From an optimization exercise on the open Yosys and OpenROAD flow, aimed at small area, a short achievable clock period and few clock cycles; shortcuts taken in it are not production practice. Only simulation tests tie the RTL to the original design; equivalence was not proved.

<file path="flow/run.sh">
#!/bin/bash
set -euo pipefail
export SETUP_SLACK_MARGIN=6.0
export BUFFER_PORTS_ARGS="-buffer_cell sky130_fd_sc_hd__buf_1"
bash standard.sh > make.log 2>&1
</file>
<file path="standard.sh">
#!/bin/bash
# synth_recipe.tcl (not shown) runs the flow's synth.tcl, then flattens the netlist and writes it again
# the make line also repeats each setting of config.mk as NAME=value (left out here)
make -C /OpenROAD-flow-scripts/flow DESIGN_CONFIG=/design/flow/config.mk WORK_HOME=/design/flow/orfs CLKGATE_MAP_FILE= SYNTH_SCRIPT=/design/flow/synth_recipe.tcl "${@:-finish}"
</file>
<file path="config.mk">
export PLATFORM = sky130hd
export DESIGN_NAME = matrix_cpu
export DESIGN_NICKNAME = matrix_cpu
export VERILOG_FILES = /design/flow/design.v
export SDC_FILE = /design/flow/constraint.sdc
export NUM_CORES = 8
export LEC_CHECK = 0
export CAP_MARGIN = 10
export CORE_MARGIN = 2
export CORE_UTILIZATION = 55
export CTS_CLUSTER_DIAMETER = 90
export CTS_CLUSTER_SIZE = 22
export PLACE_DENSITY = 0.7
export SLEW_MARGIN = 10
</file>
<file path="constraint.sdc">
create_clock -name core_clock -period 11.0 [get_ports {clk}]
set_input_delay 2.2000 -clock core_clock [delete_from_list [all_inputs] [get_ports {clk}]]
set_output_delay 2.2000 -clock core_clock [all_outputs]
set_load 0.01 [all_outputs]
</file>
<file path="design.v">
`timescale 1ns / 1ns
module program_counter (address, enable, clear, clk, reset);
output reg [3:0] address;
input wire enable, clear;
input wire clk, reset;
always @ (posedge clk)
  if (reset | clear)
     address <= 4'b0000;
  else if (enable)
     address <= address + 4'b0001;
endmodule
`timescale 1ns / 1ns
module exe_engine (
    input  wire        reset, start, busy,
    input  wire [26:0] instr,
    input  wire        xv, x_last, x_w,
    input  wire [6:0]  x_dest,
    input  wire        w_mem, w_out,
    input  wire [6:0]  wdest,
    output wire        accept, consume, fwd_a, fwd_b, stop_now
);
wire [2:0] op   = instr[26:24];
wire compute    = ~op[2] | (op[1:0] == 2'b00);      
wire is_stop    = (op == 3'b111);
wire r_out      = instr[22];
wire uses_s2    = ~op[2] & ~(op[1] & ~op[0]);       
wire [6:0] s1   = instr[14:8];
wire [6:0] s2   = instr[7:1];
wire x_free = ~xv | x_last;
wire haz = xv & ( x_w & r_out |
                 ~x_w & (~r_out & (s1 == x_dest) | uses_s2 & (s2 == x_dest)));
wire run = ~reset & (busy | start);
assign accept   = run & compute & x_free & ~haz;
assign consume  = accept | run & ~compute & ~is_stop;
assign stop_now = run & is_stop & (~xv | x_last & x_w);
assign fwd_a    = r_out ? w_out : w_mem & (s1 == wdest);
assign fwd_b    = w_mem & (s2 == wdest);
endmodule
`timescale 1ns / 1ns
module output_reg(data, write_data, data_to_write, reset, clk);
output reg [255:0] data;
input wire write_data;
input wire [255:0] data_to_write;
input wire reset, clk;
always @ (posedge clk)
  if (reset)
    data <= 256'b0;
  else if (write_data)
    data <= data_to_write;
endmodule
`timescale 1ns / 1ns
module matrix_mult (
    output wire [255:0] m_out,
    input  wire [255:0] a, z,
    input  wire [95:0]  y,
    input  wire         cin
);
genvar r, c;
generate
for (c = 0; c < 4; c = c + 1) begin : col
    for (r = 0; r < 4; r = r + 1) begin : row
        mac16 u (.x(a[r*64 + c*16 +: 16]), .bo(y[c*24 +: 8]), .bt(y[c*24 + 8 +: 8]), .bn(y[c*24 + 16 +: 8]),
                 .z(z[r*64 + c*16 +: 16]), .cin(cin),
                 .o(m_out[r*64 + c*16 +: 16]));
    end
end
endgenerate
endmodule
module mac16(input [15:0] x, input [7:0] bo, bt, bn, input [15:0] z, input cin, output [15:0] o);
wire p1;
wire p2;
wire p3;
wire p4;
wire p5;
wire p6;
wire p7;
wire p8;
wire p9;
wire p10;
wire p11;
wire p12;
wire p13;
wire p14;
wire p15;
wire p16;
wire p17;
wire p18;
wire p19;
wire p20;
wire p21;
wire p22;
wire p23;
wire p24;
wire p25;
wire p26;
wire p27;
wire p28;
wire p29;
wire p30;
wire p31;
wire p32;
wire p33;
wire p34;
wire p35;
wire p36;
wire p37;
wire p38;
wire p39;
wire p40;
wire p41;
wire p42;
wire p43;
wire p44;
wire p45;
wire p46;
wire p47;
wire p48;
wire p49;
wire p50;
wire p51;
wire p52;
wire p53;
wire p54;
wire p55;
wire p56;
wire p57;
wire p58;
wire p59;
wire p60;
wire p61;
wire p62;
wire p63;
wire p64;
wire p65;
wire p66;
wire p67;
wire p68;
wire p69;
wire p70;
wire p71;
wire p72;
wire s73;
wire c74;
wire s75;
wire c76;
wire s77;
wire c78;
wire s79;
wire c80;
wire s81;
wire c82;
wire s83;
wire c84;
wire s85;
wire c86;
wire s87;
wire c88;
wire s89;
wire c90;
wire s91;
wire c92;
wire s93;
wire c94;
wire s95;
wire c96;
wire s97;
wire c98;
wire s99;
wire c100;
wire s101;
wire c102;
wire s103;
wire c104;
wire s105;
wire c106;
wire s107;
wire c108;
wire s109;
wire c110;
wire s111;
wire c112;
wire s113;
wire c114;
wire s115;
wire c116;
wire s117;
wire c118;
wire s119;
wire c120;
wire s121;
wire c122;
wire s123;
wire c124;
wire s125;
wire c126;
wire s127;
wire c128;
wire s129;
wire c130;
wire s131;
wire c132;
wire s133;
wire c134;
wire s135;
wire c136;
wire s137;
wire c138;
wire s139;
wire c140;
wire s141;
wire c142;
wire s143;
wire c144;
wire s145;
wire c146;
wire s147;
wire c148;
wire s149;
wire c150;
wire s151;
wire c152;
wire s153;
wire c154;
wire s155;
wire c156;
wire s157;
wire c158;
wire s159;
wire c160;
wire s161;
wire c162;
wire s163;
wire c164;
wire s165;
wire c166;
wire s167;
wire c168;
wire s169;
wire c170;
wire s171;
wire c172;
wire s173;
wire c174;
wire s175;
wire c176;
wire s177;
wire c178;
wire s179;
wire c180;
wire s181;
wire c182;
wire s183;
wire c184;
wire s185;
wire c186;
wire s187;
wire c188;
wire s189;
wire c190;
wire s191;
wire c192;
wire s193;
wire c194;
wire s195;
wire c196;
wire s197;
wire c198;
wire s199;
wire c200;
wire s201;
wire c202;
wire s203;
wire c204;
wire s205;
wire c206;
wire s207;
wire c208;
wire s209;
wire c210;
wire s211;
wire c212;
wire s213;
wire c214;
wire s215;
wire c216;
wire s217;
wire c218;
assign p1 = bn[0] ^ ((bo[0] & x[0]) | (bt[0] & 1'b0));
assign p2 = bn[0] ^ ((bo[0] & x[1]) | (bt[0] & x[0]));
assign p3 = bn[0] ^ ((bo[0] & x[2]) | (bt[0] & x[1]));
assign p4 = bn[0] ^ ((bo[0] & x[3]) | (bt[0] & x[2]));
assign p5 = bn[0] ^ ((bo[0] & x[4]) | (bt[0] & x[3]));
assign p6 = bn[0] ^ ((bo[0] & x[5]) | (bt[0] & x[4]));
assign p7 = bn[0] ^ ((bo[0] & x[6]) | (bt[0] & x[5]));
assign p8 = bn[0] ^ ((bo[0] & x[7]) | (bt[0] & x[6]));
assign p9 = bn[0] ^ ((bo[0] & x[8]) | (bt[0] & x[7]));
assign p10 = bn[0] ^ ((bo[0] & x[9]) | (bt[0] & x[8]));
assign p11 = bn[0] ^ ((bo[0] & x[10]) | (bt[0] & x[9]));
assign p12 = bn[0] ^ ((bo[0] & x[11]) | (bt[0] & x[10]));
assign p13 = bn[0] ^ ((bo[0] & x[12]) | (bt[0] & x[11]));
assign p14 = bn[0] ^ ((bo[0] & x[13]) | (bt[0] & x[12]));
assign p15 = bn[0] ^ ((bo[0] & x[14]) | (bt[0] & x[13]));
assign p16 = bn[0] ^ ((bo[0] & x[15]) | (bt[0] & x[14]));
assign p17 = bn[1] ^ ((bo[1] & x[0]) | (bt[1] & 1'b0));
assign p18 = bn[1] ^ ((bo[1] & x[1]) | (bt[1] & x[0]));
assign p19 = bn[1] ^ ((bo[1] & x[2]) | (bt[1] & x[1]));
assign p20 = bn[1] ^ ((bo[1] & x[3]) | (bt[1] & x[2]));
assign p21 = bn[1] ^ ((bo[1] & x[4]) | (bt[1] & x[3]));
assign p22 = bn[1] ^ ((bo[1] & x[5]) | (bt[1] & x[4]));
assign p23 = bn[1] ^ ((bo[1] & x[6]) | (bt[1] & x[5]));
assign p24 = bn[1] ^ ((bo[1] & x[7]) | (bt[1] & x[6]));
assign p25 = bn[1] ^ ((bo[1] & x[8]) | (bt[1] & x[7]));
assign p26 = bn[1] ^ ((bo[1] & x[9]) | (bt[1] & x[8]));
assign p27 = bn[1] ^ ((bo[1] & x[10]) | (bt[1] & x[9]));
assign p28 = bn[1] ^ ((bo[1] & x[11]) | (bt[1] & x[10]));
assign p29 = bn[1] ^ ((bo[1] & x[12]) | (bt[1] & x[11]));
assign p30 = bn[1] ^ ((bo[1] & x[13]) | (bt[1] & x[12]));
assign p31 = bn[2] ^ ((bo[2] & x[0]) | (bt[2] & 1'b0));
assign p32 = bn[2] ^ ((bo[2] & x[1]) | (bt[2] & x[0]));
assign p33 = bn[2] ^ ((bo[2] & x[2]) | (bt[2] & x[1]));
assign p34 = bn[2] ^ ((bo[2] & x[3]) | (bt[2] & x[2]));
assign p35 = bn[2] ^ ((bo[2] & x[4]) | (bt[2] & x[3]));
assign p36 = bn[2] ^ ((bo[2] & x[5]) | (bt[2] & x[4]));
assign p37 = bn[2] ^ ((bo[2] & x[6]) | (bt[2] & x[5]));
assign p38 = bn[2] ^ ((bo[2] & x[7]) | (bt[2] & x[6]));
assign p39 = bn[2] ^ ((bo[2] & x[8]) | (bt[2] & x[7]));
assign p40 = bn[2] ^ ((bo[2] & x[9]) | (bt[2] & x[8]));
assign p41 = bn[2] ^ ((bo[2] & x[10]) | (bt[2] & x[9]));
assign p42 = bn[2] ^ ((bo[2] & x[11]) | (bt[2] & x[10]));
assign p43 = bn[3] ^ ((bo[3] & x[0]) | (bt[3] & 1'b0));
assign p44 = bn[3] ^ ((bo[3] & x[1]) | (bt[3] & x[0]));
assign p45 = bn[3] ^ ((bo[3] & x[2]) | (bt[3] & x[1]));
assign p46 = bn[3] ^ ((bo[3] & x[3]) | (bt[3] & x[2]));
assign p47 = bn[3] ^ ((bo[3] & x[4]) | (bt[3] & x[3]));
assign p48 = bn[3] ^ ((bo[3] & x[5]) | (bt[3] & x[4]));
assign p49 = bn[3] ^ ((bo[3] & x[6]) | (bt[3] & x[5]));
assign p50 = bn[3] ^ ((bo[3] & x[7]) | (bt[3] & x[6]));
assign p51 = bn[3] ^ ((bo[3] & x[8]) | (bt[3] & x[7]));
assign p52 = bn[3] ^ ((bo[3] & x[9]) | (bt[3] & x[8]));
assign p53 = bn[4] ^ ((bo[4] & x[0]) | (bt[4] & 1'b0));
assign p54 = bn[4] ^ ((bo[4] & x[1]) | (bt[4] & x[0]));
assign p55 = bn[4] ^ ((bo[4] & x[2]) | (bt[4] & x[1]));
assign p56 = bn[4] ^ ((bo[4] & x[3]) | (bt[4] & x[2]));
assign p57 = bn[4] ^ ((bo[4] & x[4]) | (bt[4] & x[3]));
assign p58 = bn[4] ^ ((bo[4] & x[5]) | (bt[4] & x[4]));
assign p59 = bn[4] ^ ((bo[4] & x[6]) | (bt[4] & x[5]));
assign p60 = bn[4] ^ ((bo[4] & x[7]) | (bt[4] & x[6]));
assign p61 = bn[5] ^ ((bo[5] & x[0]) | (bt[5] & 1'b0));
assign p62 = bn[5] ^ ((bo[5] & x[1]) | (bt[5] & x[0]));
assign p63 = bn[5] ^ ((bo[5] & x[2]) | (bt[5] & x[1]));
assign p64 = bn[5] ^ ((bo[5] & x[3]) | (bt[5] & x[2]));
assign p65 = bn[5] ^ ((bo[5] & x[4]) | (bt[5] & x[3]));
assign p66 = bn[5] ^ ((bo[5] & x[5]) | (bt[5] & x[4]));
assign p67 = bn[6] ^ ((bo[6] & x[0]) | (bt[6] & 1'b0));
assign p68 = bn[6] ^ ((bo[6] & x[1]) | (bt[6] & x[0]));
assign p69 = bn[6] ^ ((bo[6] & x[2]) | (bt[6] & x[1]));
assign p70 = bn[6] ^ ((bo[6] & x[3]) | (bt[6] & x[2]));
assign p71 = bn[7] ^ ((bo[7] & x[0]) | (bt[7] & 1'b0));
assign p72 = bn[7] ^ ((bo[7] & x[1]) | (bt[7] & x[0]));
assign s73 = p15 ^ p29;
assign c74 = p15 & p29;
assign s75 = p16 ^ p30;
assign c76 = p16 & p30;
assign s77 = p9 ^ p23;
assign c78 = p9 & p23;
assign s79 = p10 ^ p24;
assign c80 = p10 & p24;
assign s81 = p11 ^ p25 ^ p37;
assign c82 = (p11 & p25) | (p11 & p37) | (p25 & p37);
assign s83 = p47 ^ p55;
assign c84 = p47 & p55;
assign s85 = p12 ^ p26 ^ p38;
assign c86 = (p12 & p26) | (p12 & p38) | (p26 & p38);
assign s87 = p48 ^ p56;
assign c88 = p48 & p56;
assign s89 = p13 ^ p27 ^ p39;
assign c90 = (p13 & p27) | (p13 & p39) | (p27 & p39);
assign s91 = p49 ^ p57 ^ p63;
assign c92 = (p49 & p57) | (p49 & p63) | (p57 & p63);
assign s93 = p67 ^ bn[6];
assign c94 = p67 & bn[6];
assign s95 = p14 ^ p28 ^ p40;
assign c96 = (p14 & p28) | (p14 & p40) | (p28 & p40);
assign s97 = p50 ^ p58 ^ p64;
assign c98 = (p50 & p58) | (p50 & p64) | (p58 & p64);
assign s99 = p68 ^ z[13];
assign c100 = p68 & z[13];
assign s101 = s73 ^ p41 ^ p51;
assign c102 = (s73 & p41) | (s73 & p51) | (p41 & p51);
assign s103 = p59 ^ p65 ^ p69;
assign c104 = (p59 & p65) | (p59 & p69) | (p65 & p69);
assign s105 = p71 ^ bn[7] ^ z[14];
assign c106 = (p71 & bn[7]) | (p71 & z[14]) | (bn[7] & z[14]);
assign s107 = c74 ^ s75 ^ p42;
assign c108 = (c74 & s75) | (c74 & p42) | (s75 & p42);
assign s109 = p52 ^ p60 ^ p66;
assign c110 = (p52 & p60) | (p52 & p66) | (p60 & p66);
assign s111 = p70 ^ p72 ^ z[15];
assign c112 = (p70 & p72) | (p70 & z[15]) | (p72 & z[15]);
assign s113 = p5 ^ p19;
assign c114 = p5 & p19;
assign s115 = p6 ^ p20;
assign c116 = p6 & p20;
assign s117 = p7 ^ p21 ^ p33;
assign c118 = (p7 & p21) | (p7 & p33) | (p21 & p33);
assign s119 = p43 ^ bn[3];
assign c120 = p43 & bn[3];
assign s121 = p8 ^ p22 ^ p34;
assign c122 = (p8 & p22) | (p8 & p34) | (p22 & p34);
assign s123 = p44 ^ z[7];
assign c124 = p44 & z[7];
assign s125 = s77 ^ p35 ^ p45;
assign c126 = (s77 & p35) | (s77 & p45) | (p35 & p45);
assign s127 = p53 ^ bn[4] ^ z[8];
assign c128 = (p53 & bn[4]) | (p53 & z[8]) | (bn[4] & z[8]);
assign s129 = c78 ^ s79 ^ p36;
assign c130 = (c78 & s79) | (c78 & p36) | (s79 & p36);
assign s131 = p46 ^ p54 ^ z[9];
assign c132 = (p46 & p54) | (p46 & z[9]) | (p54 & z[9]);
assign s133 = c80 ^ s81 ^ s83;
assign c134 = (c80 & s81) | (c80 & s83) | (s81 & s83);
assign s135 = p61 ^ bn[5] ^ z[10];
assign c136 = (p61 & bn[5]) | (p61 & z[10]) | (bn[5] & z[10]);
assign s137 = c82 ^ c84 ^ s85;
assign c138 = (c82 & c84) | (c82 & s85) | (c84 & s85);
assign s139 = s87 ^ p62 ^ z[11];
assign c140 = (s87 & p62) | (s87 & z[11]) | (p62 & z[11]);
assign s141 = c86 ^ c88 ^ s89;
assign c142 = (c86 & c88) | (c86 & s89) | (c88 & s89);
assign s143 = s91 ^ s93 ^ z[12];
assign c144 = (s91 & s93) | (s91 & z[12]) | (s93 & z[12]);
assign s145 = c90 ^ c92 ^ c94;
assign c146 = (c90 & c92) | (c90 & c94) | (c92 & c94);
assign s147 = s95 ^ s97 ^ s99;
assign c148 = (s95 & s97) | (s95 & s99) | (s97 & s99);
assign s149 = c96 ^ c98 ^ c100;
assign c150 = (c96 & c98) | (c96 & c100) | (c98 & c100);
assign s151 = s101 ^ s103 ^ s105;
assign c152 = (s101 & s103) | (s101 & s105) | (s103 & s105);
assign s153 = c102 ^ c104 ^ c106;
assign c154 = (c102 & c104) | (c102 & c106) | (c104 & c106);
assign s155 = s107 ^ s109 ^ s111;
assign c156 = (s107 & s109) | (s107 & s111) | (s109 & s111);
assign s157 = p1 ^ bn[0];
assign c158 = p1 & bn[0];
assign s159 = p3 ^ p17;
assign c160 = p3 & p17;
assign s161 = p4 ^ p18;
assign c162 = p4 & p18;
assign s163 = s113 ^ p31 ^ bn[2];
assign c164 = (s113 & p31) | (s113 & bn[2]) | (p31 & bn[2]);
assign s165 = c114 ^ s115 ^ p32;
assign c166 = (c114 & s115) | (c114 & p32) | (s115 & p32);
assign s167 = c116 ^ s117 ^ s119;
assign c168 = (c116 & s117) | (c116 & s119) | (s117 & s119);
assign s169 = c118 ^ c120 ^ s121;
assign c170 = (c118 & c120) | (c118 & s121) | (c120 & s121);
assign s171 = c122 ^ c124 ^ s125;
assign c172 = (c122 & c124) | (c122 & s125) | (c124 & s125);
assign s173 = c126 ^ c128 ^ s129;
assign c174 = (c126 & c128) | (c126 & s129) | (c128 & s129);
assign s175 = c130 ^ c132 ^ s133;
assign c176 = (c130 & c132) | (c130 & s133) | (c132 & s133);
assign s177 = c134 ^ c136 ^ s137;
assign c178 = (c134 & c136) | (c134 & s137) | (c136 & s137);
assign s179 = c138 ^ c140 ^ s141;
assign c180 = (c138 & c140) | (c138 & s141) | (c140 & s141);
assign s181 = c142 ^ c144 ^ s145;
assign c182 = (c142 & c144) | (c142 & s145) | (c144 & s145);
assign s183 = c146 ^ c148 ^ s149;
assign c184 = (c146 & c148) | (c146 & s149) | (c148 & s149);
assign s185 = c150 ^ c152 ^ s153;
assign c186 = (c150 & c152) | (c150 & s153) | (c152 & s153);
assign s187 = s157 ^ z[0];
assign c188 = s157 & z[0];
assign s189 = c158 ^ p2 ^ z[1];
assign c190 = (c158 & p2) | (c158 & z[1]) | (p2 & z[1]);
assign s191 = s159 ^ bn[1] ^ z[2];
assign c192 = (s159 & bn[1]) | (s159 & z[2]) | (bn[1] & z[2]);
assign s193 = c160 ^ s161 ^ z[3];
assign c194 = (c160 & s161) | (c160 & z[3]) | (s161 & z[3]);
assign s195 = c162 ^ s163 ^ z[4];
assign c196 = (c162 & s163) | (c162 & z[4]) | (s163 & z[4]);
assign s197 = c164 ^ s165 ^ z[5];
assign c198 = (c164 & s165) | (c164 & z[5]) | (s165 & z[5]);
assign s199 = c166 ^ s167 ^ z[6];
assign c200 = (c166 & s167) | (c166 & z[6]) | (s167 & z[6]);
assign s201 = c168 ^ s169 ^ s123;
assign c202 = (c168 & s169) | (c168 & s123) | (s169 & s123);
assign s203 = c170 ^ s171 ^ s127;
assign c204 = (c170 & s171) | (c170 & s127) | (s171 & s127);
assign s205 = c172 ^ s173 ^ s131;
assign c206 = (c172 & s173) | (c172 & s131) | (s173 & s131);
assign s207 = c174 ^ s175 ^ s135;
assign c208 = (c174 & s175) | (c174 & s135) | (s175 & s135);
assign s209 = c176 ^ s177 ^ s139;
assign c210 = (c176 & s177) | (c176 & s139) | (s177 & s139);
assign s211 = c178 ^ s179 ^ s143;
assign c212 = (c178 & s179) | (c178 & s143) | (s179 & s143);
assign s213 = c180 ^ s181 ^ s147;
assign c214 = (c180 & s181) | (c180 & s147) | (s181 & s147);
assign s215 = c182 ^ s183 ^ s151;
assign c216 = (c182 & s183) | (c182 & s151) | (s183 & s151);
assign s217 = c184 ^ s185 ^ s155;
assign c218 = (c184 & s185) | (c184 & s155) | (s185 & s155);
wire [15:0] ra = {c216, c214, c212, c210, c208, c206, c204, c202, c200, c198, c196, c194, c192, c190, c188, s187};
wire [15:0] rb = {s217, s215, s213, s211, s209, s207, s205, s203, s201, s199, s197, s195, s193, s191, s189, cin};
assign o = ra + rb;
endmodule
`timescale 1ns / 1ns
module matrix_cpu (
    input  wire         clk,
    input  wire         reset,
    input  wire         start,
    output wire         done,
    output wire [3:0]   imem_addr,
    input  wire [26:0]  imem_data,
    output wire [6:0]   mem_rd1_addr,
    input  wire [255:0] mem_rd1_data,
    output wire [6:0]   mem_rd2_addr,
    input  wire [255:0] mem_rd2_data,
    output wire         mem_we,
    output wire [6:0]   mem_waddr,
    output wire [255:0] mem_wdata
);
wire [255:0] out_q;         
reg  [255:0] opa;           
reg  [95:0]  ycur;          
reg  [191:0] ynext;         
function [23:0] booth;
    input [15:0] y;
    integer d;
    reg [16:0] yy;
    begin
        yy = {y, 1'b0};
        for (d = 0; d < 8; d = d + 1) begin
            booth[d]      = yy[2*d+1] ^ yy[2*d];                        
            booth[8 + d]  = (yy[2*d+2 -: 3] == 3'b011) | (yy[2*d+2 -: 3] == 3'b100);  
            booth[16 + d] = yy[2*d+2];                                   
        end
    end
endfunction
reg  [255:0] zr;            
reg  [255:0] res;           
reg          busy;          
wire [3:0]   pc;
reg          xv;            
reg          c_mul, c_sub;
reg          x_w;
reg  [6:0]   x_dest;
reg  [1:0]   k;             
reg          w_mem, w_out;
reg  [6:0]   wdest;
wire x_last = ~c_mul | (k == 2'd3);
wire        accept, consume, fwd_a, fwd_b, stop_now;
exe_engine ctl (
    .reset(reset), .start(start), .busy(busy), .instr(imem_data),
    .xv(xv), .x_last(x_last), .x_w(x_w), .x_dest(x_dest),
    .w_mem(w_mem), .w_out(w_out), .wdest(wdest),
    .accept(accept), .consume(consume), .fwd_a(fwd_a), .fwd_b(fwd_b),
    .stop_now(stop_now)
);
program_counter pcr (.address(pc), .clk(clk), .reset(reset),
                     .clear(~busy & ~start | stop_now),
                     .enable(consume));
assign imem_addr    = pc;
assign mem_rd1_addr = imem_data[14:8];
assign mem_rd2_addr = imem_data[7:1];
wire [2:0] op   = imem_data[26:24];
wire i_add = (op == 3'b000);
wire i_sub = (op == 3'b001);
wire i_scl = (op == 3'b010);
wire i_mul = (op == 3'b011);
wire i_tr  = (op == 3'b100);
wire [255:0] s1 = fwd_a ? res : (imem_data[22] ? out_q : mem_rd1_data);
wire [255:0] s2 = fwd_b ? res : mem_rd2_data;
wire [255:0] mac_out;
genvar r, c, j;
generate
for (r = 0; r < 4; r = r + 1) begin : g_r
    for (c = 0; c < 4; c = c + 1) begin : g_c
        always @(posedge clk)
            opa[r*64 + c*16 +: 16] <= accept ? s1[r*64 + c*16 +: 16]
                                             : opa[r*64 + ((c+1)%4)*16 +: 16];
        always @(posedge clk)
            zr[r*64 + c*16 +: 16] <= ~accept ? mac_out[r*64 + c*16 +: 16] :
                                     (i_add | i_sub) ? s2[r*64 + c*16 +: 16] ^ {16{i_sub}} :
                                     i_tr ? s1[c*64 + r*16 +: 16] : 16'd0;
    end
end
for (c = 0; c < 4; c = c + 1) begin : g_y
    wire [15:0] y_first = i_mul ? s2[c*64 + c*16 +: 16] :
                          i_scl ? {8'b0, imem_data[7:0]} :
                          {15'd0, i_add | i_sub};
    wire [15:0] y_now = accept ? y_first : ynext[c*48 +: 16];
    always @(posedge clk)
        ycur[c*24 +: 24] <= booth(y_now);
    for (j = 1; j < 4; j = j + 1) begin : g_yj
        always @(posedge clk)
            ynext[c*48 + (j-1)*16 +: 16] <= accept ? s2[((c+j)%4)*64 + c*16 +: 16] :
                                            (j < 3) ? ynext[c*48 + j*16 +: 16] : 16'd0;
    end
end
endgenerate
always @(posedge clk) begin
    if (accept) begin
        c_mul    <= i_mul;
        c_sub    <= i_sub;
        x_w      <= imem_data[23];
        x_dest   <= imem_data[21:15];
    end
end
matrix_mult mm (.m_out(mac_out), .a(opa), .y(ycur), .z(zr), .cin(c_sub));
always @(posedge clk)
    res <= mac_out;
always @(posedge clk) begin
    if (reset) begin
        busy   <= 1'b0;
        xv     <= 1'b0;
        w_mem  <= 1'b0;
        w_out  <= 1'b0;
        k      <= 2'd0;
    end else begin
        busy   <= (busy | start) & ~stop_now;
        xv     <= accept | xv & ~x_last;
        w_mem  <= xv & x_last & ~x_w;
        w_out  <= xv & x_last & x_w;
        if (xv & c_mul) k <= k + 2'd1;
    end
end
always @(posedge clk)
    if (xv & x_last) wdest <= x_dest;
output_reg outr (.data(out_q), .write_data(w_out), .data_to_write(res),
                 .reset(reset), .clk(clk));
assign done      = ~busy;
assign mem_we    = w_mem;
assign mem_waddr = wdest;
assign mem_wdata = res;
endmodule
</file>
==> summary.txt, run 1 <==
result of the run = timing/DRC/antenna clean
biggest area contributors in the synthesized netlist = sky130_fd_sc_hd__dfxtp_1 25%, sky130_fd_sc_hd__fa_1 14%, sky130_fd_sc_hd__xnor2_1 9.8%
global-route wire length before repair = 680 mm
Detailed Place HPWL = 353 mm
warning count from the yosys run = 3
critical path class = in -> reg
H-tree depth = 3
port buffer count = 824
Num CTS Buffers = 86
ordered list of cells on the worst path = buf_2, xnor2_1, nand4_1, nor2_4, buf_12, mux2i_1, a211oi_1, a21oi_2, inv_1, ha_1, mux2_1
startpoint type of the worst setup path = input port
final hold vios = 0
total DRC errors in the routed layout = 0
path category of the worst min-delay check = reg -> reg
vias = 96.2k
I/O pin total = 825
number of distinct library cells after synthesis = 73
RSZ-0062 raised after global routing = true
layout cells sized above 1 = 8.03%
row cnt = 162
timing-limited maximum frequency = 0.198 GHz
Net count, final = 13.9k
Max FO, Critical Path = 52
Slowest-stage cell, CP = sky130_fd_sc_hd__mux2i_1
number of violations of the max-capacitance limit = 0
Die Y = 446 um
post-route cell area = 118000 um2
number of nets still failing antenna checks after routing = 0
top-area cell type share of the netlist area = 24.7%
share of synthesized registers carrying an async set or reset = 0%
worst path setup slack after routing = 5.96 ns
worst stage delay on the critical path = 1.00 ns
flip-flop and latch count after synthesis = 1339
tightest hold margin = 0.427 ns
initial DRC count = 13.7k
wire length after detailed routing = 495 mm
portion of the post-synthesis area used by sequential elements = 25.1%
pins over their slew limit = 0
post-synthesis instance area = 107000 um2
average detailed-routed wire length per instance = 33.7 um
relative slew slack = 9.32%
Initial Utilization = 55.2%
hold buffer count at cts = 0
Final setup viols = 0
post-route clock skew = 0.0538 ns
biggest area consumer among synthesized cells = sky130_fd_sc_hd__dfxtp_1
total core area = 194000 um2
residual overflow from global routing = 0
Post-synth EDFFs = 17
number of clock sinks = 1339
DP Worst Slack = 4.03 ns
via count of the first global-routing pass = 92.7k
Die ar. = 199000 um2
final cycle utilization of the critical path = 45.8%
most common cell in the synthesized netlist = sky130_fd_sc_hd__inv_1
Area Overhead vs Synth = 10.0%
TritonCTS clock tree = built
via count normalized by instance count = 6.54
data arrival time of the critical path = 5.71 ns
buffers from clock root to sink, at most = 3
dominant delay contributor by cell family on the critical path = multiplexers
total global-route track usage = 47.6%
top flip-flop cell by instance count after synthesis = sky130_fd_sc_hd__dfxtp_1
placed inst area = 111000 um2
buffers and inverters on the worst path = 3
most frequent cells after synthesis = 1349 x sky130_fd_sc_hd__inv_1, 1322 x sky130_fd_sc_hd__dfxtp_1, 1205 x sky130_fd_sc_hd__xnor2_1, 1037 x sky130_fd_sc_hd__a22oi_1, 803 x sky130_fd_sc_hd__mux2i_1
Worst Tran Pin Value = 1.32 ns
root buffer cell = sky130_fd_sc_hd__clkbuf_16
die boundary width = 446 um
clock latency at the later pin of the worst-skew pair = 0.81 ns
number of iterations in the first detailed-routing pass = 8
endpoint kind of the worst setup timing path = register
clock slew seen by the registers of the worst setup and hold paths = 0.10 ns
final setup TNS = 0 ns
mean cell area of the mapped netlist = 9.10 um2
last weighted congestion value of the routability-driven placer = 1.05
number of filler instances in the final layout = 16.9k
number of antenna violations at the first check in global routing = 36
Gate Count Post-Synth = 11.8k
minimum clock period after layout = 5.04 ns
pin count of the biggest net entering global routing = 167
nets in the synthesized netlist = 13.6k
data required time of the critical path = 11.67 ns
## cell usage in the layout, fill, tap and decap left out, types with 32 or more instances in the layout
cell type / netlist / layout
sky130_fd_sc_hd__buf_1: 188 / 814
sky130_fd_sc_hd__nor2b_1: 60 / 59
sky130_fd_sc_hd__o21ai_1: 277 / 285
sky130_fd_sc_hd__a21o_1: 46 / 46
sky130_fd_sc_hd__o21ai_0: 174 / 163
sky130_fd_sc_hd__mux2_2: 65 / 65
sky130_fd_sc_hd__a22oi_1: 1037 / 1006
sky130_fd_sc_hd__a221oi_1: 99 / 97
sky130_fd_sc_hd__o221ai_1: 146 / 145
sky130_fd_sc_hd__and2_1: 52 / 51
sky130_fd_sc_hd__mux2_4: 77 / 77
sky130_fd_sc_hd__a21oi_2: 18 / 32
sky130_fd_sc_hd__nand2_1: 617 / 616
sky130_fd_sc_hd__dfxtp_4: 0 / 56
sky130_fd_sc_hd__nor2_1: 784 / 779
sky130_fd_sc_hd__nand3_1: 32 / 32
sky130_fd_sc_hd__a21oi_1: 319 / 305
sky130_fd_sc_hd__ha_1: 490 / 480
sky130_fd_sc_hd__xnor2_1: 1205 / 1189
sky130_fd_sc_hd__buf_4: 48 / 198
sky130_fd_sc_hd__mux2i_1: 803 / 784
sky130_fd_sc_hd__clkbuf_16: 0 / 107
sky130_fd_sc_hd__o21a_1: 183 / 183
sky130_fd_sc_hd__buf_12: 0 / 47
sky130_fd_sc_hd__inv_1: 1349 / 1348
sky130_fd_sc_hd__xor2_1: 560 / 555
sky130_fd_sc_hd__dfxtp_2: 0 / 93
sky130_fd_sc_hd__fa_1: 752 / 752
sky130_fd_sc_hd__nor3_1: 51 / 49
sky130_fd_sc_hd__dfxtp_1: 1322 / 1173
## logic make-up after synthesis
logic type	count (synthesis)	share of synthesized area (%)
AOI/OAI and AO/OA	2472	16.0
xor gates and xnor gates	1768	14.4
adders and majority gates	1242	19.7
buffers and inverters	2310	8.61
DFF	1339	25.1
muxes	975	9.56
and+or+nand+nor	1688	6.48
## registers in the layout (all words and copies together) (netlist names), 4 cells and up
register / cells
opa: 256
outr.data: 256
pcr.address: 4
res: 256
wdest: 7
x_dest: 7
ycur: 96
ynext: 192
zr: 256
## routing by layer
metal	track usage [%]	vias up	wire length (um)
met5	0	-	176
met4	41.5	26	53900
met3	14.5	1931	64800
met2	67.7	7276	201000
met1	58.4	47100	175000
li1	-	39900	-
## metrics by stage
stage               utilization [%]  std cells
global route                   60.7      14700
floorplan                         -      11800
global placement               57.3      14400
finish                         60.8      14700
detailed placement             57.3      14400
CTS                            59.7      14600
## worst min-delay path: cells and delay by family (launching register included)
kind | cells | cell delay, ns
flops | 1 | 0.31
simple gates | 1 | 0.05
compound gates | 1 | 0.05
## path summary, 6_finish.rpt
kind | start | cells past startpoint | slack (ns) | endpoint
worst max-delay path | imem_data[3] | 11 | 5.96 | ycur[10]
worst min-delay path | ynext[76] | 2 | 0.43 | ynext[60]
worst max register to register | opa[37] | 17 | 6.03 | zr[47]
worst min register to register | ynext[76] | 2 | 0.43 | ynext[60]
## layout make-up
type                    count  area, um2  share of cell area [%]
multi-input cells        8146      72100                    61.1
flip-flops and latches   1339      27300                    23.1
repair buffers           1166       7560                    6.40
inverters                1355       5110                    4.33
well taps                2542       3180                    2.69
clock buffers              98       2290                    1.94
clock inverters            40        492                   0.416
diodes                     21       52.6                  0.0445
repair inverters            1       8.76                 0.00742
## timing repair
item	in CTS	in global routing
pin swaps	7	62
setup buffers	46	64
gates cloned	14	17
gates resized for setup	278	258
setup endpoints to repair	708	210
Testbench counts, summed over its fixed seeds: cycles 12,545.
==> run 2, diff against run 1 <==
==> flow/run.sh (replaced) <==
#!/bin/bash
set -euo pipefail
export SETUP_SLACK_MARGIN=6.2
export BUFFER_PORTS_ARGS="-buffer_cell sky130_fd_sc_hd__buf_1"
bash standard.sh > make.log 2>&1
==> run 2 against run 1 <==
  * Now fails the layout checks on max-slew violations
  * First-iteration DRC count is 6.2% higher
  * Final cell count increased by 0.75%
  * Flip-flop and latch count is the same
  * Synthesized cell count unchanged
  * Worst hold slack better by 0.0069 ns
  * Synthesized area unchanged
  * Highest routed layer unchanged
==> summary.txt, run 2 <==
result of the run = finished with violations
layout check faults = max-slew violations
Num CTS Buffers = 91 (+5.8%)
number of filler instances in the final layout = 16.6k (-2.0%)
path category of the worst min-delay check = reg -> reg
setup slack on the worst flop-to-flop path = 6.07 ns (+0.04 ns)
placed inst area = 111000 um2 (about the same)
worst stage delay on the critical path = 0.79 ns (-0.21 ns)
worst-case reg-to-reg path depth = 16 (-1)
largest family of logic cells by synthesized area = adder cells
Worst Tran Pin Value = 1.60 ns (+0.280 ns)
residual overflow from global routing = 0 (unchanged)
Post-synth EDFFs = 17 (unchanged)
wire length after detailed routing = 519 mm (+4.8%)
Slowest-stage cell, CP = sky130_fd_sc_hd__o21ai_0
top-area cell type share of the netlist area = 24.7% (unchanged)
final hold vios = 0 (unchanged)
average detailed-routed wire length per instance = 35.0 um (+4.1%)
number of clock sinks = 1339 (unchanged)
clock latency at the later pin of the worst-skew pair = 0.83 ns (+0.02 ns)
global-route wire length before repair = 709 mm (+4.2%)
Detailed Place HPWL = 357 mm (+1.2%)
synthesized-area fraction occupied by and/or/nand/nor cells = 6.48% (unchanged)
Gate Count Post-Synth = 11.8k (unchanged)
number of antenna violations at the first check in global routing = 33 (-8.3%)
startpoint type of the worst setup path = input port
Die Y = 446 um (unchanged)
biggest area consumer among synthesized cells = sky130_fd_sc_hd__dfxtp_1
H-tree depth = 3 (unchanged)
critical path class = in -> reg
last weighted congestion value of the routability-driven placer = 1.04 (-0.78%)
share of synthesized registers carrying an async set or reset = 0% (unchanged)
flip-flop and latch area = 27400 um2 (+0.26%)
vias = 98.7k (+2.6%)
row cnt = 162 (unchanged)
pin count of the biggest net entering global routing = 156 (-6.6%)
most frequent cells after synthesis = 1349 x sky130_fd_sc_hd__inv_1, 1322 x sky130_fd_sc_hd__dfxtp_1, 1205 x sky130_fd_sc_hd__xnor2_1, 1037 x sky130_fd_sc_hd__a22oi_1, 803 x sky130_fd_sc_hd__mux2i_1
post-route clock skew = 0.0612 ns (+0.00735 ns)
source of the worst register-to-register timing path = ycur[57]
number of iterations in the first detailed-routing pass = 9 (+1)
total DRC errors in the routed layout = 0 (unchanged)
most common cell after layout, fill and taps aside = sky130_fd_sc_hd__inv_1
hold buffer count at cts = 0 (unchanged)
I/O pin total = 825 (unchanged)
xor-xnor portion of the synthesized cell area = 14.4% (unchanged)
total global-route track usage = 49.9% (+2.3 points)
Final setup viols = 0 (unchanged)
TritonCTS clock tree = built
worst flop-to-flop path endpoint = zr[174]
via count of the first global-routing pass = 95.6k (+3.1%)
initial DRC count = 14.6k (+6.2%)
post-synthesis mux area share = 9.56% (unchanged)
nets in the synthesized netlist = 13.6k (unchanged)
RSZ-0062 raised after global routing = true
portion of the post-synthesis area used by sequential elements = 25.1% (unchanged)
most common cell in the synthesized netlist = sky130_fd_sc_hd__inv_1
data required time of the critical path = 11.73 ns (+0.06 ns)
post-synthesis instance area = 107000 um2 (unchanged)
termination of the worst setup path = zr[154]
minimum clock period after layout = 5.09 ns (+0.0532 ns)
relative slew slack = -6.83% (-16 points)
warning count from the yosys run = 3 (unchanged)
timing-limited maximum frequency = 0.196 GHz (-1.0%)
flip-flop and latch count after synthesis = 1339 (unchanged)
Max FO, Critical Path = 105 (+100%)
fraction of the mapped netlist area in compound gates = 16.0% (unchanged)
endpoint kind of the worst setup timing path = register
total core area = 194000 um2 (unchanged)
number of distinct library cells after synthesis = 73 (unchanged)
final cycle utilization of the critical path = 46.3% (+0.48 points)
data arrival time of the critical path = 5.82 ns (+0.11 ns)
number of nets still failing antenna checks after routing = 0 (unchanged)
post-synthesis share of cell area spent on full adders, half adders and majority gates = 19.7% (unchanged)
ordered list of cells on the worst path = clkbuf_4, buf_12, buf_6, mux2i_1, o21ai_0, a221oi_1, nor2_1
die boundary width = 446 um (unchanged)
origin of the worst setup path = imem_data[22]
Die ar. = 199000 um2 (unchanged)
Initial Utilization = 55.2% (unchanged)
most used cells in the layout excluding fill and tap cells = 1336 x sky130_fd_sc_hd__inv_1, 1175 x sky130_fd_sc_hd__xnor2_1, 1154 x sky130_fd_sc_hd__dfxtp_1, 957 x sky130_fd_sc_hd__a22oi_1, 806 x sky130_fd_sc_hd__buf_1
tightest hold margin = 0.434 ns (+0.00689 ns)
top flip-flop cell by instance count after synthesis = sky130_fd_sc_hd__dfxtp_1
clock slew seen by the registers of the worst setup and hold paths = 0.10 ns (about the same)
post-route cell area = 121000 um2 (+2.6%)
layout cells sized above 1 = 10.5% (+2.4 points)
Net count, final = 14.0k (+0.79%)
buffers from clock root to sink, at most = 3 (unchanged)
Area Overhead vs Synth = 12.9%
pins over their slew limit = 59 (+59)
root buffer cell = sky130_fd_sc_hd__clkbuf_16
via count normalized by instance count = 6.66 (+1.8%)
port buffer count = 824 (unchanged)
Multi-input gate area = 73100 um2 (+1.3%)
mean cell area of the mapped netlist = 9.10 um2 (unchanged)
final setup TNS = 0 ns (unchanged)
number of violations of the max-capacitance limit = 1 (+1)
biggest area contributors in the synthesized netlist = sky130_fd_sc_hd__dfxtp_1 25%, sky130_fd_sc_hd__fa_1 14%, sky130_fd_sc_hd__xnor2_1 9.8%
-- run 2: cell count changes in the layout (fill, tap and decap cells not counted), moves of 14 or more --
cell,before,now
sky130_fd_sc_hd__a22oi_1,1006,957
sky130_fd_sc_hd__ha_1,480,455
sky130_fd_sc_hd__buf_4,198,249
sky130_fd_sc_hd__ha_4,7,21
sky130_fd_sc_hd__a22oi_2,31,80
sky130_fd_sc_hd__bufbuf_16,11,35
sky130_fd_sc_hd__xnor2_1,1189,1175
sky130_fd_sc_hd__dfxtp_4,56,75
sky130_fd_sc_hd__dfxtp_1,1173,1154
-- run 2: cells by family (layout without fill, tap and decap cells) --
logic type / after synthesis / count (layout)
AO/OA/AOI/OAI: 2472 / 2472
XOR/XNOR: 1768 / 1768
adder cells (fa/ha/maj): 1242 / 1242
buffers and inverters: 2310 / 2777
flip-flops: 1339 / 1339
multiplexers: 975 / 975
other: 0 / 14
AND/OR/NAND/NOR: 1688 / 1690
-- run 2: layout make-up --
cell class	count	area share, %
Timing Repair inverter	1	0.00723
Antenna cell	14	0.0289
Sequential cell	1339	22.6
Clock buffer	98	1.93
Inverter	1355	4.23
Timing Repair Buffer	1269	7.66
Tap cell	2542	2.62
Clock inverter	54	0.640
Multi-Input combinational cell	8147	60.3
-- run 2: critical path: cells and delay by family --
kind,cells,cell delay (ns)
AO/OA/AOI/OAI,2,1.10
buffers and inverters,3,1.31
multiplexers,1,0.18
AND/OR/NAND/NOR,1,0.19
-- run 2: worst min path at each step --
stage                    start    endpoint  cells after the start
global placement     ynext[36]   ynext[20]                      2
finish               ynext[89]   ynext[73]                      2
global route         ynext[76]   ynext[60]                      2
CTS                 ynext[139]  ynext[123]                      2
floorplan           ynext[168]  ynext[152]                      2
detailed placement   ynext[92]   ynext[76]                      2
-- run 2: routing by layer --
metal  vias to the layer above  global-route usage (%)  part of all wire [%]
met5                         -                       0                 0.075
met4                        40                    43.5                    11
met3                      2384                    18.5                    14
met2                      7901                    70.4                    40
met1                     48200                    59.5                    34
li1                      40100                       -                     -
-- run 2: timing repair --
action                                  CTS  global route
endpoints found under the setup margin  736           292
pin swaps                                67           155
resized for setup                       496           342
buffers inserted                        115            65
cloned                                   43            17
endpoints found under the hold margin     0             0
-- run 2: metrics by stage --
step / setup slack [ns] / std cells / utilization, %
3_5_place_dp: 3.83 / 14400 / 57.3
4_1_cts: 6.01 / 14700 / 61.1
2_1_floorplan: 6.13 / 11800 / -
5_1_grt: 5.93 / 14800 / 62.3
6_report: 5.91 / 14800 / 62.3
3_3_place_gp: 3.82 / 14400 / 57.3
==> run 3, diff against run 2 <==
--- a/config.mk
+++ b/config.mk
@@ -10,5 +10,4 @@
 export CORE_UTILIZATION = 55
 export CTS_CLUSTER_DIAMETER = 90
 export CTS_CLUSTER_SIZE = 22
-export PLACE_DENSITY = 0.7
 export SLEW_MARGIN = 10
==> run 3 against run 2 <==
  * The run now finishes clean
  * Die area unchanged
  * Final area decreased by 1.5%
  * Worst hold slack got worse by 0.0025 ns
  * Final cell count decreased by 0.47%
  * Utilization decreased by 0.92 points
  * Routed wire length decreased by 3.9%
  * Critical path depth unchanged
  * First-iteration DRC count decreased by 11%
  * Critical path type unchanged
==> summary.txt, run 3 <==
result of the run = timing/DRC/antenna clean
number of filler instances in the final layout = 17.0k (+2.5%)
via count of the first global-routing pass = 92.1k (-3.6%)
total global-route track usage = 48.0% (-1.9 points)
buffers from clock root to sink, at most = 3 (unchanged)
RSZ-0062 raised after global routing = true
Die ar. = 199000 um2 (unchanged)
post-route cell area = 119000 um2 (-1.5%)
most frequent cells after synthesis = 1349 x sky130_fd_sc_hd__inv_1, 1322 x sky130_fd_sc_hd__dfxtp_1, 1205 x sky130_fd_sc_hd__xnor2_1, 1037 x sky130_fd_sc_hd__a22oi_1, 803 x sky130_fd_sc_hd__mux2i_1
clock slew seen by the registers of the worst setup and hold paths = 0.09 ns (about the same)
final setup TNS = 0 ns (unchanged)
die boundary width = 446 um (unchanged)
nets in the synthesized netlist = 13.6k (unchanged)
most common cell after layout, fill and taps aside = sky130_fd_sc_hd__inv_1
ordered list of cells on the worst path = buf_4, buf_12, buf_4, mux2i_1, o21ai_0, a221oi_1, nor2_1
buffers and inverters on the worst path = 3 (unchanged)
pin count of the biggest net entering global routing = 155 (-0.64%)
biggest area contributors in the synthesized netlist = sky130_fd_sc_hd__dfxtp_1 25%, sky130_fd_sc_hd__fa_1 14%, sky130_fd_sc_hd__xnor2_1 9.8%
final hold vios = 0 (unchanged)
total DRC errors in the routed layout = 0 (unchanged)
data required time of the critical path = 11.71 ns (-0.02 ns)
port buffer count = 824 (unchanged)
top-area cell type share of the netlist area = 24.7% (unchanged)
dominant delay contributor by cell family on the critical path = buffers and inverters
portion of the post-synthesis area used by sequential elements = 25.1% (unchanged)
Slowest-stage cell, CP = sky130_fd_sc_hd__o21ai_0
endpoint kind of the worst setup timing path = register
Detailed Place HPWL = 354 mm (-0.90%)
number of nets still failing antenna checks after routing = 0 (unchanged)
Max FO, Critical Path = 73 (-30%)
H-tree depth = 3 (unchanged)
residual overflow from global routing = 0 (unchanged)
Net count, final = 13.9k (-0.49%)
startpoint type of the worst setup path = input port
Post-synth EDFFs = 17 (unchanged)
timing-limited maximum frequency = 0.205 GHz (+4.5%)
pins over their slew limit = 0 (-100%)
TritonCTS clock tree = built
biggest area consumer among synthesized cells = sky130_fd_sc_hd__dfxtp_1
number of distinct library cells after synthesis = 73 (unchanged)
critical path class = in -> reg
clock latency at the later pin of the worst-skew pair = 0.81 ns (-0.02 ns)
Final setup viols = 0 (unchanged)
average detailed-routed wire length per instance = 33.8 um (-3.5%)
layout cells sized above 1 = 9.36% (-1.1 points)
worst stage delay on the critical path = 0.92 ns (+0.13 ns)
Area Overhead vs Synth = 11.2%
share of synthesized registers carrying an async set or reset = 0% (unchanged)
final cycle utilization of the critical path = 44.3% (-2.0 points)
relative slew slack = 7.72% (+15 points)
Num CTS Buffers = 87 (-4.4%)
row cnt = 162 (unchanged)
data arrival time of the critical path = 5.59 ns (-0.23 ns)
total core area = 194000 um2 (unchanged)
mean cell area of the mapped netlist = 9.10 um2 (unchanged)
most used cells in the layout excluding fill and tap cells = 1347 x sky130_fd_sc_hd__inv_1, 1185 x sky130_fd_sc_hd__xnor2_1, 1141 x sky130_fd_sc_hd__dfxtp_1, 967 x sky130_fd_sc_hd__a22oi_1, 807 x sky130_fd_sc_hd__buf_1
Die Y = 446 um (unchanged)
root buffer cell = sky130_fd_sc_hd__clkbuf_16
via count normalized by instance count = 6.45 (-3.2%)
number of antenna violations at the first check in global routing = 41 (+24%)
Gate Count Post-Synth = 11.8k (unchanged)
top flip-flop cell by instance count after synthesis = sky130_fd_sc_hd__dfxtp_1
post-synthesis instance area = 107000 um2 (unchanged)
number of violations of the max-capacitance limit = 0 (-1)
post-route clock skew = 0.0495 ns (-0.0117 ns)
number of clock sinks = 1339 (unchanged)
initial DRC count = 13.0k (-11%)
warning count from the yosys run = 3 (unchanged)
number of iterations in the first detailed-routing pass = 8 (-1)
vias = 95.1k (-3.6%)
I/O pin total = 825 (unchanged)
global-route wire length before repair = 683 mm (-3.6%)
last weighted congestion value of the routability-driven placer = 1.02 (-1.7%)
Initial Utilization = 55.2% (unchanged)
most common cell in the synthesized netlist = sky130_fd_sc_hd__inv_1
minimum clock period after layout = 4.87 ns (-0.221 ns)
library cell appearing most often on the critical path = sky130_fd_sc_hd__buf_4
placed inst area = 111000 um2 (about the same)
Worst Tran Pin Value = 1.37 ns (-0.233 ns)
path category of the worst min-delay check = reg -> reg
flip-flop and latch count after synthesis = 1339 (unchanged)
wire length after detailed routing = 499 mm (-3.9%)
[run 3: cell counts after synthesis]
Identical to the previous run, type by type.
[run 3: routing by layer]
| layer | up-vias | wire length, um | global-route usage [%] |
|---|---|---|---|
| li1 | 39900 | - | - |
| met1 | 46900 | 183000 | 60.5 |
| met2 | 6606 | 204000 | 68.9 |
| met3 | 1667 | 62100 | 12.9 |
| met4 | 32 | 50400 | 38.8 |
| met5 | - | 201 | 0 |
[run 3: stage by stage]
stage	hold WS, ns	std cells	worst slack, ns	utilization, %
2_1_floorplan	0.401	11800	6.13	-
3_3_place_gp	0.415	14400	4.39	57.3
3_5_place_dp	0.417	14400	4.39	57.3
4_1_cts	0.432	14700	6.19	60.4
5_1_grt	0.441	14700	6.05	61.4
6_report	0.432	14800	6.13	61.4
[run 3: logic make-up after synthesis]
logic type | count (synthesis) | synth area share (%)
compound gates | 2472 | 16.0
buf+inv | 2310 | 8.61
xor+xnor | 1768 | 14.4
simple gates | 1688 | 6.48
flops | 1339 | 25.1
fa+ha+maj | 1242 | 19.7
mux | 975 | 9.56
[run 3: timing repair]
item / CTS / global route
resized for setup: 405 / 306
gates cloned: 30 / 17
setup buffers: 83 / 40
hold buffers: 0 / 0
pin swaps: 51 / 99
endpoints found under the setup margin: 646 / 172
[run 3: cell type report]
| type | instances | area (um2) | share of cell area [%] |
|---|---|---|---|
| repair inverters | 1 | 8.76 | 0.00734 |
| well taps | 2542 | 3180 | 2.66 |
| inverters | 1355 | 5130 | 4.29 |
| multi-input cells | 8147 | 72600 | 60.8 |
| flip-flops and latches | 1339 | 27400 | 23.0 |
| repair buffers | 1204 | 8190 | 6.86 |
| clock inverters | 50 | 577 | 0.483 |
| clock buffers | 94 | 2210 | 1.85 |
| diodes | 18 | 45.0 | 0.0377 |
[run 3: path summary, 6_finish.rpt]
| check | depth (start not counted) | slack, ns | endpoint | startpoint |
|---|---|---|---|---|
| setup / recovery | 7 | 6.13 | zr[148] | imem_data[22] |
| hold / removal | 2 | 0.43 | ynext[31] | ynext[47] |
| setup reg to reg | 19 | 6.21 | zr[63] | ycur[75] |
| hold reg to reg | 2 | 0.43 | ynext[31] | ynext[47] |
[run 3: worst min-delay path, delay by kind of cell, from the launching register on]
family / cells / cell delay, ns
and+or+nand+nor: 1 / 0.05
DFF: 1 / 0.31
AOI/OAI and AO/OA: 1 / 0.05
==> run 4, diff against run 3 <==
==> flow/run.sh (replaced) <==
#!/bin/bash
set -euo pipefail
export SETUP_SLACK_MARGIN=6.4
export BUFFER_PORTS_ARGS="-buffer_cell sky130_fd_sc_hd__buf_1"
bash standard.sh > make.log 2>&1
==> run 4 against run 3 <==
  * Still clean on timing, DRC and antenna
  * Non-clock buffer count increased by 209
  * Via count increased by 3.9%
  * Flip-flop and latch count unchanged
  * Utilization increased by 2.6 points
  * Final cell count increased by 1.6%
  * Die area unchanged
==> summary.txt, run 4 <==
wire length after detailed routing = 530 mm (+6.3%)
result of the run = timing/DRC/antenna clean
Net count, final = 14.1k (+1.5%)
startpoint type of the worst setup path = register
relative slew slack = 5.29% (-2.4 points)
number of nets still failing antenna checks after routing = 0 (unchanged)
most used cells in the layout excluding fill and tap cells = 1315 x sky130_fd_sc_hd__inv_1, 1154 x sky130_fd_sc_hd__dfxtp_1, 1147 x sky130_fd_sc_hd__xnor2_1, 916 x sky130_fd_sc_hd__a22oi_1, 795 x sky130_fd_sc_hd__mux2i_1
H-tree depth = 3 (unchanged)
path category of the worst min-delay check = reg -> reg
Worst Tran Pin Value = 1.38 ns (+0.0115 ns)
Gate Count Post-Synth = 11.8k (unchanged)
via count normalized by instance count = 6.59 (+2.3%)
initial DRC count = 14.0k (+7.9%)
worst-case reg-to-reg path depth = 19 (unchanged)
port buffer count = 824 (unchanged)
vias = 98.8k (+3.9%)
tightest hold margin = 0.434 ns (+0.00214 ns)
pins over their slew limit = 0 (unchanged)
largest family of logic cells by synthesized area = adder cells
final cycle utilization of the critical path = 44.7% (+0.39 points)
most utilized layer in the global route result = met2
hold buffer count at cts = 0 (unchanged)
Die ar. = 199000 um2 (unchanged)
portion of the post-synthesis area used by sequential elements = 25.1% (unchanged)
post-synthesis share of cell area spent on full adders, half adders and majority gates = 19.7% (unchanged)
fin cells = 15.0k (+1.6%)
critical path class = reg -> reg
number of iterations in the first detailed-routing pass = 7 (-1)
via count of the first global-routing pass = 94.7k (+2.8%)
Area Overhead vs Synth = 15.9%
number of placed instances with taps included = 14.4k (-0.021%)
Num CTS Buffers = 87 (unchanged)
setup slack on the worst flop-to-flop path = 6.09 ns (-0.12 ns)
number of filler instances in the final layout = 16.6k (-2.4%)
share of synthesized registers carrying an async set or reset = 0% (unchanged)
Die Y = 446 um (unchanged)
flip-flop and latch count after synthesis = 1339 (unchanged)
biggest area contributors in the synthesized netlist = sky130_fd_sc_hd__dfxtp_1 25%, sky130_fd_sc_hd__fa_1 14%, sky130_fd_sc_hd__xnor2_1 9.8%
Max FO, Critical Path = 3 (-96%)
number of clock sinks = 1339 (unchanged)
total core area = 194000 um2 (unchanged)
synthesized-area fraction occupied by and/or/nand/nor cells = 6.48% (unchanged)
fraction of the mapped netlist area in compound gates = 16.0% (unchanged)
die boundary width = 446 um (unchanged)
most frequent cells after synthesis = 1349 x sky130_fd_sc_hd__inv_1, 1322 x sky130_fd_sc_hd__dfxtp_1, 1205 x sky130_fd_sc_hd__xnor2_1, 1037 x sky130_fd_sc_hd__a22oi_1, 803 x sky130_fd_sc_hd__mux2i_1
timing-limited maximum frequency = 0.203 GHz (-0.86%)
I/O pin total = 825 (unchanged)
instance count along the most critical hold path = 2 (unchanged)
met3 track demand over resource = 15.7% (+2.8 points)
top-area cell type share of the netlist area = 24.7% (unchanged)
layout cells sized above 1 = 13.3% (+3.9 points)
placed inst area = 111000 um2 (+0.13%)
post-synthesis mux area share = 9.56% (unchanged)
Endpoint, Worst Hold = ynext[52]
mean cell area of the mapped netlist = 9.10 um2 (unchanged)
Final setup viols = 0 (unchanged)
average detailed-routed wire length per instance = 35.4 um (+4.7%)
most common cell after layout, fill and taps aside = sky130_fd_sc_hd__inv_1
global-route wire length before repair = 720 mm (+5.3%)
nets in the synthesized netlist = 13.6k (unchanged)
most common cell in the synthesized netlist = sky130_fd_sc_hd__inv_1
Global Route met2 Usage = 71.9% (+2.9 points)
data arrival time of the critical path = 5.63 ns (+0.04 ns)
root buffer cell = sky130_fd_sc_hd__clkbuf_16
warning count from the yosys run = 3 (unchanged)
row cnt = 162 (unchanged)
final hold vios = 0 (unchanged)
Detailed Place HPWL = 358 mm (+1.1%)
endpoint kind of the worst setup timing path = register
final setup TNS = 0 ns (unchanged)
number of distinct library cells after synthesis = 73 (unchanged)
total global-route track usage = 50.9% (+2.9 points)
number of antenna violations at the first check in global routing = 58 (+41%)
worst flop-to-flop path endpoint = zr[63]
clock latency at the later pin of the worst-skew pair = 0.82 ns (about the same)
post-route cell area = 124000 um2 (+4.2%)
buffers from clock root to sink, at most = 3 (unchanged)
biggest area consumer among synthesized cells = sky130_fd_sc_hd__dfxtp_1
top flip-flop cell by instance count after synthesis = sky130_fd_sc_hd__dfxtp_1
Post-synth EDFFs = 17 (unchanged)
Worst Min Path Start = ynext[68]
number of violations of the max-capacitance limit = 0 (unchanged)
RSZ-0062 raised after global routing = true
source of the worst register-to-register timing path = ycur[82]
residual overflow from global routing = 0 (unchanged)
xor-xnor portion of the synthesized cell area = 14.4% (unchanged)
last weighted congestion value of the routability-driven placer = 1.05 (+2.2%)
total DRC errors in the routed layout = 0 (unchanged)
pin count of the biggest net entering global routing = 154 (-0.65%)
TritonCTS clock tree = built
post-route clock skew = 0.0476 ns (-0.00192 ns)
minimum clock period after layout = 4.91 ns (+0.0424 ns)
data required time of the critical path = 11.71 ns (about the same)
global-route met1 utilization = 62.7% (+2.2 points)
Initial Utilization = 55.2% (unchanged)
post-synthesis instance area = 107000 um2 (unchanged)
clock slew seen by the registers of the worst setup and hold paths = 0.09 ns (about the same)
-- run 4: cell counts after synthesis --
Identical to the previous run, type by type.
-- run 4: area by class of cell --
class / instances / area (um2) / share of cell area, %
Multi-Input combinational cell: 8147 / 74400 / 59.8
Sequential cell: 1339 / 27400 / 22.0
Timing Repair Buffer: 1413 / 11300 / 9.09
Inverter: 1355 / 5120 / 4.11
Tap cell: 2542 / 3180 / 2.56
Clock buffer: 100 / 2280 / 1.83
Clock inverter: 51 / 626 / 0.503
Antenna cell: 33 / 82.6 / 0.0664
Timing Repair inverter: 1 / 8.76 / 0.00704
-- run 4: cell families after synthesis --
kind of cell	Yosys count
and+or+nand+nor	1688
buffers and inverters	2310
AOI/OAI and AO/OA	2472
adders and majority gates	1242
DFF	1339
xor gates and xnor gates	1768
muxes	975
-- run 4: layer usage --
layer | part of all wire, % | up-vias | routed length, um
met4 | 11 | 46 | 58500
li1 | - | 40400 | -
met2 | 40 | 7607 | 214000
met1 | 35 | 48700 | 187000
met3 | 13 | 2074 | 69900
met5 | 0.084 | - | 448
-- run 4: worst max path at each step --
stage | startpoint | end | slack [ns] | depth (start not counted)
floorplan | ycur[64] | zr[239] | 6.36 | 18
detailed placement | imem_data[22] | ycur[82] | 4.22 | 14
CTS | ycur[48] | zr[175] | 6.14 | 16
global route | ycur[82] | zr[126] | 5.92 | 20
finish | ycur[82] | zr[63] | 6.09 | 19
global placement | imem_data[22] | ycur[83] | 4.28 | 14
-- run 4: what timing repair did --
action                                 CTS  global route
gates cloned                            53            18
gates resized for setup                681           513
setup endpoints to repair              849           386
endpoints found under the hold margin    0             0
setup buffers                          181           130
pin swaps                              101           279
-- run 4: per-stage QoR --
step / worst slack, ns / utilization, %
4_1_cts: 6.14 / 61.9
5_1_grt: 5.92 / 64.0
3_3_place_gp: 4.28 / 57.4
3_5_place_dp: 4.22 / 57.4
6_report: 6.09 / 64.0
2_1_floorplan: 6.36 / -
-- run 4: worst max-delay path, stage by stage, from the launching register on --
cell and delay [ns]:
sky130_fd_sc_hd__dfxtp_4 0.36, sky130_fd_sc_hd__buf_12 0.13, sky130_fd_sc_hd__buf_16 0.14, sky130_fd_sc_hd__a22oi_2 0.20, sky130_fd_sc_hd__xor2_1 0.23, sky130_fd_sc_hd__fa_1 0.49, sky130_fd_sc_hd__fa_1 0.51, sky130_fd_sc_hd__inv_1 0.05
sky130_fd_sc_hd__fa_1 0.50, sky130_fd_sc_hd__inv_2 0.04, sky130_fd_sc_hd__fa_1 0.52, sky130_fd_sc_hd__inv_2 0.05, sky130_fd_sc_hd__ha_4 0.15, sky130_fd_sc_hd__or3_4 0.37, sky130_fd_sc_hd__a2111oi_4 0.28, sky130_fd_sc_hd__o31ai_2 0.14
sky130_fd_sc_hd__a21o_1 0.21, sky130_fd_sc_hd__a21oi_2 0.17, sky130_fd_sc_hd__xnor2_1 0.11, sky130_fd_sc_hd__o21a_1 0.18
==> run 5, diff against run 4 <==
==> flow/run.sh (replaced) <==
#!/bin/bash
set -euo pipefail
export SETUP_SLACK_MARGIN=6.0
export BUFFER_PORTS_ARGS="-buffer_cell sky130_fd_sc_hd__buf_1"
bash standard.sh > make.log 2>&1
--- a/config.mk
+++ b/config.mk
@@ -7,7 +7,7 @@
 export LEC_CHECK = 0
 export CAP_MARGIN = 10
 export CORE_MARGIN = 2
-export CORE_UTILIZATION = 55
+export CORE_UTILIZATION = 50
 export CTS_CLUSTER_DIAMETER = 90
 export CTS_CLUSTER_SIZE = 22
 export SLEW_MARGIN = 10
==> run 5 against run 4 <==
  * Still clean on timing, DRC and antenna
  * Final area is 4.0% lower
  * Clock skew increased by 0.00076 ns
  * Via count shrank 3.1%
  * Worst hold slack gained 0.0042 ns
  * Critical path type is now in -> reg
==> summary.txt, run 5 <==
Net count, final = 13.9k (-1.4%)
global-route wire length before repair = 692 mm (-3.9%)
vias = 95.7k (-3.1%)
via count of the first global-routing pass = 92.6k (-2.1%)
last weighted congestion value of the routability-driven placer = 1.03 (-1.8%)
endpoint kind of the worst setup timing path = register
biggest area consumer among synthesized cells = sky130_fd_sc_hd__dfxtp_1
post-synthesis instance area = 107000 um2 (unchanged)
total global-route track usage = 44.2% (-6.7 points)
Die ar. = 218000 um2 (+9.9%)
pin count of the biggest net entering global routing = 148 (-3.9%)
post-synthesis mux area share = 9.56% (unchanged)
mean cell area of the mapped netlist = 9.10 um2 (unchanged)
post-route clock skew = 0.0483 ns (+0.000757 ns)
most common cell in the synthesized netlist = sky130_fd_sc_hd__inv_1
Final setup viols = 0 (unchanged)
total DRC errors in the routed layout = 0 (unchanged)
xor-xnor portion of the synthesized cell area = 14.4% (unchanged)
relative slew slack = 6.18% (+0.90 points)
buffers from clock root to sink, at most = 3 (unchanged)
H-tree depth = 3 (unchanged)
fraction of the mapped netlist area in compound gates = 16.0% (unchanged)
number of antenna violations at the first check in global routing = 43 (-26%)
Die Y = 467 um (+4.8%)
number of clock sinks = 1339 (unchanged)
nets in the synthesized netlist = 13.6k (unchanged)
minimum clock period after layout = 5.07 ns (+0.153 ns)
RSZ-0062 raised after global routing = true
row cnt = 170 (+4.9%)
startpoint type of the worst setup path = input port
total core area = 214000 um2 (+10%)
Num CTS Buffers = 94 (+8.0%)
most frequent cells after synthesis = 1349 x sky130_fd_sc_hd__inv_1, 1322 x sky130_fd_sc_hd__dfxtp_1, 1205 x sky130_fd_sc_hd__xnor2_1, 1037 x sky130_fd_sc_hd__a22oi_1, 803 x sky130_fd_sc_hd__mux2i_1
layout cells sized above 1 = 8.46% (-4.8 points)
pins over their slew limit = 0 (unchanged)
top routing layer in use = met5
TritonCTS clock tree = built
Worst Tran Pin Value = 1.40 ns (+0.0167 ns)
data arrival time of the critical path = 5.80 ns (+0.17 ns)
number of iterations in the first detailed-routing pass = 9 (+2)
critical path class = in -> reg
result of the run = timing/DRC/antenna clean
I/O pin total = 825 (unchanged)
run 5: final timing paths:
path,start,endpoint,slack [ns],cells past startpoint
setup / recovery,imem_data[22],zr[216],5.93,9
hold / removal,ynext[78],ynext[62],0.44,2
setup reg to reg,opa[233],zr[239],5.99,17
hold reg to reg,ynext[78],ynext[62],0.44,2
run 5: critical path, stage by stage:
cell and delay [ns]:
sky130_fd_sc_hd__clkbuf_8 0.27, sky130_fd_sc_hd__nand3b_1 0.29, sky130_fd_sc_hd__o41ai_4 0.34, sky130_fd_sc_hd__buf_4 0.43, sky130_fd_sc_hd__buf_4 0.75, sky130_fd_sc_hd__nor2_1 0.12, sky130_fd_sc_hd__a21oi_1 0.96, sky130_fd_sc_hd__o221ai_1 0.21
sky130_fd_sc_hd__o21a_1 0.15
run 5: through the flow:
step / std cells / hold slack (ns) / area [um2] / utilization, % / setup WS (ns)
floorplan: 11800 / 0.401 / 107000 / - / 6.03
global placement: 14700 / 0.417 / 112000 / 52.2 / 4.48
finish: 15100 / 0.438 / 119000 / 55.8 / 5.93
detailed placement: 14700 / 0.420 / 112000 / 52.2 / 4.51
CTS: 15000 / 0.437 / 117000 / 54.7 / 5.89
global route: 15100 / 0.452 / 119000 / 55.8 / 5.83
run 5: cell families after synthesis:
family / after synthesis
and+or+nand+nor: 1688
muxes: 975
AOI/OAI and AO/OA: 2472
xor gates and xnor gates: 1768
buffers and inverters: 2310
DFF: 1339
adders and majority gates: 1242
run 5: what timing repair did:
item / CTS / global route
setup endpoints to repair: 356 / 107
resized for setup: 245 / 258
buffers inserted: 65 / 66
pin swaps: 3 / 53
gates cloned: 16 / 32
run 5: cell type report:
cell class                 count  area, um2
timing repair buffer        1206       8230
sequential                  1339      27300
antenna                       23       57.6
tap                         2838       3550
multi-input combinational   8146      71900
clock inverter                57        744
fill                       19600      94500
clock buffer                 108       2540
timing repair inverter         1       8.76
inverter                    1355       5120
run 5: layer usage:
| metal | GRT usage (%) | up-vias |
|---|---|---|
| li1 | - | 39900 |
| met1 | 55.5 | 47300 |
| met2 | 63.7 | 6703 |
| met3 | 14.0 | 1748 |
| met4 | 32.3 | 24 |
| met5 | 0 | - |

-- static timing again, ports no longer ideal --
The flow's constraints put no driver on any port. The routed layouts listed below were extracted and timed again, unchanged, in two steps. Step 1: set_driving_cell puts a clkbuf_16 on clk and a buf_2 on each other input, an assumption about the parent block. Step 2 adds t to the input delays and takes it off the output delays; t is the mean of the earliest and latest rising clock arrival at the registers after step 1. Input paths then give back, and output paths get back, about the clock's delay inside the block. Slacks: ideal ports / drivers / drivers and shift; pairs: ideal ports / drivers.
run	t (ns)	slack for setup (ns)	worst setup path after step 2	cell pins on the clock port's net
run 1	0.881	5.960 / 6.027 / 5.152	input to register	1
run 2	0.901	5.907 / 5.983 / 5.082	input to register	1
run 3	0.889	6.128 / 6.192 / 5.303	input to register	1
run 4	0.901	6.085 / 6.085 / 5.447	input to register	1
run 5	0.913	5.932 / 5.966 / 5.092	input to register	1
The setup slack of run 5, which loses most, moves by +0.034 ns with the drivers and by -0.840 ns with both steps.
